This design comes from an exercise in tuning for small area and a short achievable clock period on the open sky130 flow, not from production work.
At most, simulation tests tie the RTL to the original design; equivalence was not proved.

==> 05-11 <==
==> flow/design.v (excerpt) <==
module bitcruncher_dp(
    input         clk,
    input         rst_n,
    input  [21:0] ctrl,             
    input  [15:0] MBR_in_memory,
    output [7:0]  MAR_out_memory,
    output [15:0] MBR_out_memory,
    output [7:0]  IR_out,
    output [3:0]  ALUflags
    );
    wire [21:0] Control_Signals = ctrl;
    wire [15:0] MBR_out;
    wire [15:0] BR_out;
    wire [15:0] ALU_out;
    wire [7:0]  PC_out;
    MAR u_MAR(
    .clk     ( clk     ),
    .rst_n   ( rst_n   ),
    .C5      ( Control_Signals[5]  ),
    .C10     ( Control_Signals[10] ),
    .MBR_out ( MBR_out ),
    .PC_out  ( PC_out  ),
    .MAR_out_memory ( MAR_out_memory )
    );
    MBR u_MBR(
    .clk           ( clk           ),
    .rst_n         ( rst_n         ),
    .C3            ( Control_Signals[3]  ),
    .C11           ( Control_Signals[11] ),
    .C12           ( Control_Signals[12] ),
    .ALU_out       ( ALU_out       ),
    .MBR_in_memory ( MBR_in_memory ),
    .MBR_out       ( MBR_out       ),
    .MBR_out_memory ( MBR_out_memory )
    );
    ALU_ACC u_ALU_ACC(
    .clk     ( clk     ),
    .rst_n   ( rst_n   ),
    .C8      ( Control_Signals[8]  ),
    .C9      ( Control_Signals[9]  ),
    .C13     ( Control_Signals[13] ),
    .C15     ( Control_Signals[15] ),
    .C16     ( Control_Signals[16] ),
    .C17     ( Control_Signals[17] ),
    .C18     ( Control_Signals[18] ),
    .C19     ( Control_Signals[19] ),
    .C20     ( Control_Signals[20] ),
    .C21     ( Control_Signals[21] ),
    .BR_out  ( BR_out  ),
  ...
export LEC_CHECK = 0
export ABC_AREA = 1
export CAP_MARGIN = 20
export CORE_MARGIN = 2
export CORE_UTILIZATION = 40
export SLEW_MARGIN = 20
create_clock -name core_clock -period 40.0 [get_ports {clk}]
standard.sh (not shown) runs the stock make flow with config.mk's settings and CLKGATE_MAP_FILE= SYNTH_SCRIPT=/design/flow/synth_recipe.tcl, a recipe that flattens the netlist after the stock synthesis.
==> flow/flow/run.sh <==
#!/bin/bash
# The standard layout, with the standard synthesis, but with timing repair
# aiming for 22 ns of setup slack instead of 0 (the clock period and the
# constraints are the design's own). Each step's output goes to its own log.
set -euo pipefail
bash standard.sh synth > synth.log 2>&1
bash standard.sh SETUP_SLACK_MARGIN=22 finish > layout.log 2>&1
==> 12-07: changes against 05-11 <==
==> flow/flow/run.sh (replaced) <==
#!/bin/bash
# The standard layout, with the standard synthesis, changed in two ways (the
# clock period and the constraints are the design's own):
#  - timing repair aims for 27 ns of setup slack instead of 0;
#  - after synthesis the delay cells (clkdlybuf4s*, dlygate*, dlymetal*) are
#    added to the platform's don't-use list, so the port buffers that
#    placement inserts are plain buffers instead of delay buffers.
# Each step's output goes to its own log.
set -euo pipefail
bash standard.sh synth > synth.log 2>&1
DONT_USE="sky130_fd_sc_hd__lpflow_bleeder_1 sky130_fd_sc_hd__lpflow_clkbufkapwr_1 sky130_fd_sc_hd__lpflow_clkbufkapwr_16 sky130_fd_sc_hd__lpflow_clkbufkapwr_2 sky130_fd_sc_hd__lpflow_clkbufkapwr_4 sky130_fd_sc_hd__lpflow_clkbufkapwr_8 sky130_fd_sc_hd__lpflow_clkinvkapwr_1 sky130_fd_sc_hd__lpflow_clkinvkapwr_16 sky130_fd_sc_hd__lpflow_clkinvkapwr_2 sky130_fd_sc_hd__lpflow_clkinvkapwr_4 sky130_fd_sc_hd__lpflow_clkinvkapwr_8 sky130_fd_sc_hd__lpflow_decapkapwr_12 sky130_fd_sc_hd__lpflow_decapkapwr_3 sky130_fd_sc_hd__lpflow_decapkapwr_4 sky130_fd_sc_hd__lpflow_decapkapwr_6 sky130_fd_sc_hd__lpflow_decapkapwr_8 sky130_fd_sc_hd__lpflow_inputiso0n_1 sky130_fd_sc_hd__lpflow_inputiso0p_1 sky130_fd_sc_hd__lpflow_inputiso1n_1 sky130_fd_sc_hd__lpflow_inputiso1p_1 sky130_fd_sc_hd__lpflow_inputisolatch_1 sky130_fd_sc_hd__lpflow_isobufsrc_1 sky130_fd_sc_hd__lpflow_isobufsrc_16 sky130_fd_sc_hd__lpflow_isobufsrc_2 sky130_fd_sc_hd__lpflow_isobufsrc_4 sky130_fd_sc_hd__lpflow_isobufsrc_8 sky130_fd_sc_hd__lpflow_isobufsrckapwr_16 sky130_fd_sc_hd__lpflow_lsbuf_lh_hl_isowell_tap_1 sky130_fd_sc_hd__lpflow_lsbuf_lh_hl_isowell_tap_2 sky130_fd_sc_hd__lpflow_lsbuf_lh_hl_isowell_tap_4 sky130_fd_sc_hd__lpflow_lsbuf_lh_isowell_4 sky130_fd_sc_hd__lpflow_lsbuf_lh_isowell_tap_1 sky130_fd_sc_hd__lpflow_lsbuf_lh_isowell_tap_2 sky130_fd_sc_hd__lpflow_lsbuf_lh_isowell_tap_4 sky130_fd_sc_hd__probe_p_8 sky130_fd_sc_hd__probec_p_8 sky130_fd_sc_hd__clkdlybuf4s15_1 sky130_fd_sc_hd__clkdlybuf4s15_2 sky130_fd_sc_hd__clkdlybuf4s18_1 sky130_fd_sc_hd__clkdlybuf4s18_2 sky130_fd_sc_hd__clkdlybuf4s25_1 sky130_fd_sc_hd__clkdlybuf4s25_2 sky130_fd_sc_hd__clkdlybuf4s50_1 sky130_fd_sc_hd__clkdlybuf4s50_2 sky130_fd_sc_hd__dlygate4sd1_1 sky130_fd_sc_hd__dlygate4sd2_1 sky130_fd_sc_hd__dlygate4sd3_1 sky130_fd_sc_hd__dlymetal6s2s_1 sky130_fd_sc_hd__dlymetal6s4s_1 sky130_fd_sc_hd__dlymetal6s6s_1 "
bash standard.sh SETUP_SLACK_MARGIN=27 "DONT_USE_CELLS=$DONT_USE" finish > layout.log 2>&1
--- a/flow/config.mk
+++ b/flow/config.mk
@@ -10,3 +10,4 @@
 export CORE_MARGIN = 2
 export CORE_UTILIZATION = 40
+export GPL_ROUTABILITY_DRIVEN = 0
 export SLEW_MARGIN = 20
==> summary.txt <==
Cells and area
  – Fraction of standard cell area that is sequential: 10.5%
  – Final core occ: 46.0%

Detailed routing
  – Total length of routed wires: slightly below 80000 um
  – Routed len/inst: 20.7 um

Setup path
  – Arrival time of data at the critical path endpoint: approximately 13 ns
  – Crit. Startpoint: ctrl[9]
  – Crit path depth: 24
  – Maximum fanout along the worst path: 11
  – Critical path endpoint: u_ALU_ACC.ALUflags[3]

Status
  – Run status: timing/DRC/antenna clean

Timing
  – WHS: approximately 0.49 ns
That was 12-07.
==> summary.txt <==
Status
  – Run status: timing/DRC/antenna clean

Cells and area
  – Final core occ: 44.1%
  – Fraction of standard cell area that is sequential: a little over a tenth

Setup path
  – Arrival time of data at the critical path endpoint: between 15 and 20 ns
  – Critical path endpoint: u_ALU_ACC.ACC[1]
  – Crit path depth: 82
  – Maximum fanout along the worst path: 23

Timing
  – WHS: 0.493 ns
That was 05-11.

* * *

==> run K: inputs <==
bitcruncher_dp, a different RTL version from the one above (not shown whole).
Settings: LEC_CHECK=0, ABC_AREA=1, CAP_MARGIN=20, CORE_MARGIN=2, CORE_UTILIZATION=40, SLEW_MARGIN=20; clock period 40.0 ns.
==> flow/flow/run.sh <==
#!/bin/bash
# The standard layout, with the standard synthesis, changed in two ways (the
# clock period and the constraints are the design's own):
#  - timing repair aims for 27 ns of setup slack instead of 0;
#  - after synthesis the delay cells (clkdlybuf4s*, dlygate*, dlymetal*) are
#    added to the platform's don't-use list, so the port buffers that
#    placement inserts are plain buffers instead of delay buffers.
# Each step's output goes to its own log.
set -euo pipefail
bash standard.sh synth > synth.log 2>&1
DONT_USE="sky130_fd_sc_hd__lpflow_bleeder_1 sky130_fd_sc_hd__lpflow_clkbufkapwr_1 sky130_fd_sc_hd__lpflow_clkbufkapwr_16 sky130_fd_sc_hd__lpflow_clkbufkapwr_2 sky130_fd_sc_hd__lpflow_clkbufkapwr_4 sky130_fd_sc_hd__lpflow_clkbufkapwr_8 sky130_fd_sc_hd__lpflow_clkinvkapwr_1 sky130_fd_sc_hd__lpflow_clkinvkapwr_16 sky130_fd_sc_hd__lpflow_clkinvkapwr_2 sky130_fd_sc_hd__lpflow_clkinvkapwr_4 sky130_fd_sc_hd__lpflow_clkinvkapwr_8 sky130_fd_sc_hd__lpflow_decapkapwr_12 sky130_fd_sc_hd__lpflow_decapkapwr_3 sky130_fd_sc_hd__lpflow_decapkapwr_4 sky130_fd_sc_hd__lpflow_decapkapwr_6 sky130_fd_sc_hd__lpflow_decapkapwr_8 sky130_fd_sc_hd__lpflow_inputiso0n_1 sky130_fd_sc_hd__lpflow_inputiso0p_1 sky130_fd_sc_hd__lpflow_inputiso1n_1 sky130_fd_sc_hd__lpflow_inputiso1p_1 sky130_fd_sc_hd__lpflow_inputisolatch_1 sky130_fd_sc_hd__lpflow_isobufsrc_1 sky130_fd_sc_hd__lpflow_isobufsrc_16 sky130_fd_sc_hd__lpflow_isobufsrc_2 sky130_fd_sc_hd__lpflow_isobufsrc_4 sky130_fd_sc_hd__lpflow_isobufsrc_8 sky130_fd_sc_hd__lpflow_isobufsrckapwr_16 sky130_fd_sc_hd__lpflow_lsbuf_lh_hl_isowell_tap_1 sky130_fd_sc_hd__lpflow_lsbuf_lh_hl_isowell_tap_2 sky130_fd_sc_hd__lpflow_lsbuf_lh_hl_isowell_tap_4 sky130_fd_sc_hd__lpflow_lsbuf_lh_isowell_4 sky130_fd_sc_hd__lpflow_lsbuf_lh_isowell_tap_1 sky130_fd_sc_hd__lpflow_lsbuf_lh_isowell_tap_2 sky130_fd_sc_hd__lpflow_lsbuf_lh_isowell_tap_4 sky130_fd_sc_hd__probe_p_8 sky130_fd_sc_hd__probec_p_8 sky130_fd_sc_hd__clkdlybuf4s15_1 sky130_fd_sc_hd__clkdlybuf4s15_2 sky130_fd_sc_hd__clkdlybuf4s18_1 sky130_fd_sc_hd__clkdlybuf4s18_2 sky130_fd_sc_hd__clkdlybuf4s25_1 sky130_fd_sc_hd__clkdlybuf4s25_2 sky130_fd_sc_hd__clkdlybuf4s50_1 sky130_fd_sc_hd__clkdlybuf4s50_2 sky130_fd_sc_hd__dlygate4sd1_1 sky130_fd_sc_hd__dlygate4sd2_1 sky130_fd_sc_hd__dlygate4sd3_1 sky130_fd_sc_hd__dlymetal6s2s_1 sky130_fd_sc_hd__dlymetal6s4s_1 sky130_fd_sc_hd__dlymetal6s6s_1 "
bash standard.sh SETUP_SLACK_MARGIN=27 "DONT_USE_CELLS=$DONT_USE" finish > layout.log 2>&1
==> run F: changes against run K <==
==> flow/flow/run.sh (replaced) <==
#!/bin/bash
# The standard layout, with the standard synthesis, but with timing repair
# aiming for 26 ns of setup slack instead of 0 (the clock period and the
# constraints are the design's own). Each step's output goes to its own log.
set -euo pipefail
bash standard.sh synth > synth.log 2>&1
bash standard.sh SETUP_SLACK_MARGIN=26 finish > layout.log 2>&1
==> qor summary <==
| metric | run F | run K |
|---|---|---|
| Number of iterations in the first detailed-routing pass | 6 | 8 |
| Ratio of cells with drive above 1 in the final layout | 11.8% | 14.6% |
| Final Util | 45.4% | 46.3% |
| Share of cell area taken by multi-input logic gates | 70.7% | 71.2% |
| Setup WS post-layout | 26.85 ns | 27.65 ns |
| Slack of the worst reg-to-reg path | 26.85 ns | 27.65 ns |
| Met3 track demand over resource | 2.57% | 4.03% |
| Number of buffers and inverters on the critical path | 18 | 14 |
| Non-clock buffer count | 154 | 269 |
| Clk pin slew, worst setup/hold paths | 0.09 ns | 0.10 ns |
| DRC violation total after the first TritonRoute iteration | 1815 | 2048 |
| Number of buffers inserted by post-CTS setup repair | 10 | 37 |
| Peak Freq | 76.1 MHz | 81.0 MHz |
| Crit path launch | u_BR.BRr[4] | u_BR.BRr[0] |
| Outcome | complete, no violations | complete, no violations |
No run of this note included a check of the RTL's function; only the layout flow was run.

* * *

==> run a <==
bitcruncher_dp, a different RTL version from the one above (not shown whole).
export LEC_CHECK = 0
export ABC_AREA = 1
export CAP_MARGIN = 20
export CORE_MARGIN = 2
export CORE_UTILIZATION = 40
export SLEW_MARGIN = 20
create_clock -name core_clock -period 40.0 [get_ports {clk}]
==> flow/flow/run.sh <==
#!/bin/bash
# The standard layout, with the standard synthesis, changed in two ways (the
# clock period and the constraints are the design's own):
#  - timing repair aims for 27 ns of setup slack instead of 0;
#  - after synthesis the delay cells (clkdlybuf4s*, dlygate*, dlymetal*) are
#    added to the platform's don't-use list, so the port buffers that
#    placement inserts are plain buffers instead of delay buffers.
# Each step's output goes to its own log.
set -euo pipefail
bash standard.sh synth > synth.log 2>&1
DONT_USE="sky130_fd_sc_hd__lpflow_bleeder_1 sky130_fd_sc_hd__lpflow_clkbufkapwr_1 sky130_fd_sc_hd__lpflow_clkbufkapwr_16 sky130_fd_sc_hd__lpflow_clkbufkapwr_2 sky130_fd_sc_hd__lpflow_clkbufkapwr_4 sky130_fd_sc_hd__lpflow_clkbufkapwr_8 sky130_fd_sc_hd__lpflow_clkinvkapwr_1 sky130_fd_sc_hd__lpflow_clkinvkapwr_16 sky130_fd_sc_hd__lpflow_clkinvkapwr_2 sky130_fd_sc_hd__lpflow_clkinvkapwr_4 sky130_fd_sc_hd__lpflow_clkinvkapwr_8 sky130_fd_sc_hd__lpflow_decapkapwr_12 sky130_fd_sc_hd__lpflow_decapkapwr_3 sky130_fd_sc_hd__lpflow_decapkapwr_4 sky130_fd_sc_hd__lpflow_decapkapwr_6 sky130_fd_sc_hd__lpflow_decapkapwr_8 sky130_fd_sc_hd__lpflow_inputiso0n_1 sky130_fd_sc_hd__lpflow_inputiso0p_1 sky130_fd_sc_hd__lpflow_inputiso1n_1 sky130_fd_sc_hd__lpflow_inputiso1p_1 sky130_fd_sc_hd__lpflow_inputisolatch_1 sky130_fd_sc_hd__lpflow_isobufsrc_1 sky130_fd_sc_hd__lpflow_isobufsrc_16 sky130_fd_sc_hd__lpflow_isobufsrc_2 sky130_fd_sc_hd__lpflow_isobufsrc_4 sky130_fd_sc_hd__lpflow_isobufsrc_8 sky130_fd_sc_hd__lpflow_isobufsrckapwr_16 sky130_fd_sc_hd__lpflow_lsbuf_lh_hl_isowell_tap_1 sky130_fd_sc_hd__lpflow_lsbuf_lh_hl_isowell_tap_2 sky130_fd_sc_hd__lpflow_lsbuf_lh_hl_isowell_tap_4 sky130_fd_sc_hd__lpflow_lsbuf_lh_isowell_4 sky130_fd_sc_hd__lpflow_lsbuf_lh_isowell_tap_1 sky130_fd_sc_hd__lpflow_lsbuf_lh_isowell_tap_2 sky130_fd_sc_hd__lpflow_lsbuf_lh_isowell_tap_4 sky130_fd_sc_hd__probe_p_8 sky130_fd_sc_hd__probec_p_8 sky130_fd_sc_hd__clkdlybuf4s15_1 sky130_fd_sc_hd__clkdlybuf4s15_2 sky130_fd_sc_hd__clkdlybuf4s18_1 sky130_fd_sc_hd__clkdlybuf4s18_2 sky130_fd_sc_hd__clkdlybuf4s25_1 sky130_fd_sc_hd__clkdlybuf4s25_2 sky130_fd_sc_hd__clkdlybuf4s50_1 sky130_fd_sc_hd__clkdlybuf4s50_2 sky130_fd_sc_hd__dlygate4sd1_1 sky130_fd_sc_hd__dlygate4sd2_1 sky130_fd_sc_hd__dlygate4sd3_1 sky130_fd_sc_hd__dlymetal6s2s_1 sky130_fd_sc_hd__dlymetal6s4s_1 sky130_fd_sc_hd__dlymetal6s6s_1 "
bash standard.sh SETUP_SLACK_MARGIN=27 "DONT_USE_CELLS=$DONT_USE" finish > layout.log 2>&1
==> run b: changes against run a <==
==> flow/flow/run.sh (replaced) <==
#!/bin/bash
# The standard layout, with the standard synthesis, but with timing repair
# aiming for 24 ns of setup slack instead of 0 (the clock period and the
# constraints are the design's own). Each step's output goes to its own log.
set -euo pipefail
bash standard.sh synth > synth.log 2>&1
bash standard.sh SETUP_SLACK_MARGIN=24 finish > layout.log 2>&1
Settings changed: ABC_AREA 1 to default.
==> run c: changes against run a <==
==> flow/flow/run.sh (replaced) <==
#!/bin/bash
# The standard layout, with the standard synthesis, but with timing repair
# aiming for 18 ns of setup slack instead of 0 (the clock period and the
# constraints are the design's own). Each step's output goes to its own log.
set -euo pipefail
bash standard.sh synth > synth.log 2>&1
bash standard.sh SETUP_SLACK_MARGIN=18 finish > layout.log 2>&1
Settings changed: ABC_AREA 1 to default.
==> run d: changes against run a <==
==> flow/flow/run.sh (replaced) <==
#!/bin/bash
# The standard layout, with the standard synthesis, but with timing repair
# aiming for 27 ns of setup slack instead of 0 (the clock period and the
# constraints are the design's own). Each step's output goes to its own log.
set -euo pipefail
bash standard.sh synth > synth.log 2>&1
bash standard.sh SETUP_SLACK_MARGIN=27 finish > layout.log 2>&1
Settings changed: ABC_AREA 1 to default.
==> summary of the runs <==
Run b finished clean. Run c completed without violations. Run d finished clean. Run a completed without violations.
Between run b and run a, the lower hold slack is in run a (gap 0.0073 ns).
Fmax: run a > run d > run b > run c.

[port drivers added, routing unchanged]
In the flow no input, the clock included, has a driving cell. The finished layouts below were timed again as built, in two steps.
Step 1 sets driving cells, clkbuf_16 on the clock port and buf_2 on the other inputs (assumed; they add their load-dependent delay and slew).
Step 2 also shifts input and output timing later by t, the mid clock arrival at the registers, as if the neighbouring blocks saw the same clock.
a / b / c = no drivers / after step 1 / after step 2; a / b = the first two.
run | shift t [ns] | slack for setup (ns) | worst hold slack (ns)
05-11 | 0.399 | 23.797 / 23.797 / 23.797 | 0.493 / 0.493 / 0.493
12-07 | 0.413 | 27.478 / 27.503 / 27.090 | 0.488 / 0.488 / 0.488
run K | 0.430 | 27.651 / 27.651 / 27.607 | 0.500 / 0.500 / 0.500
run F | 0.414 | 26.851 / 26.851 / 26.851 | 0.500 / 0.500 / 0.500
run a | 0.396 | 27.246 / 27.254 / 26.858 | 0.507 / 0.507 / 0.507
run b | 0.422 | 24.080 / 24.080 / 24.080 | 0.514 / 0.514 / 0.514
run c | 0.412 | 19.240 / 19.240 / 19.240 | 0.515 / 0.515 / 0.515
run d | 0.416 | 24.181 / 24.181 / 24.181 | 0.510 / 0.510 / 0.510
After both steps every run listed still meets setup and hold.
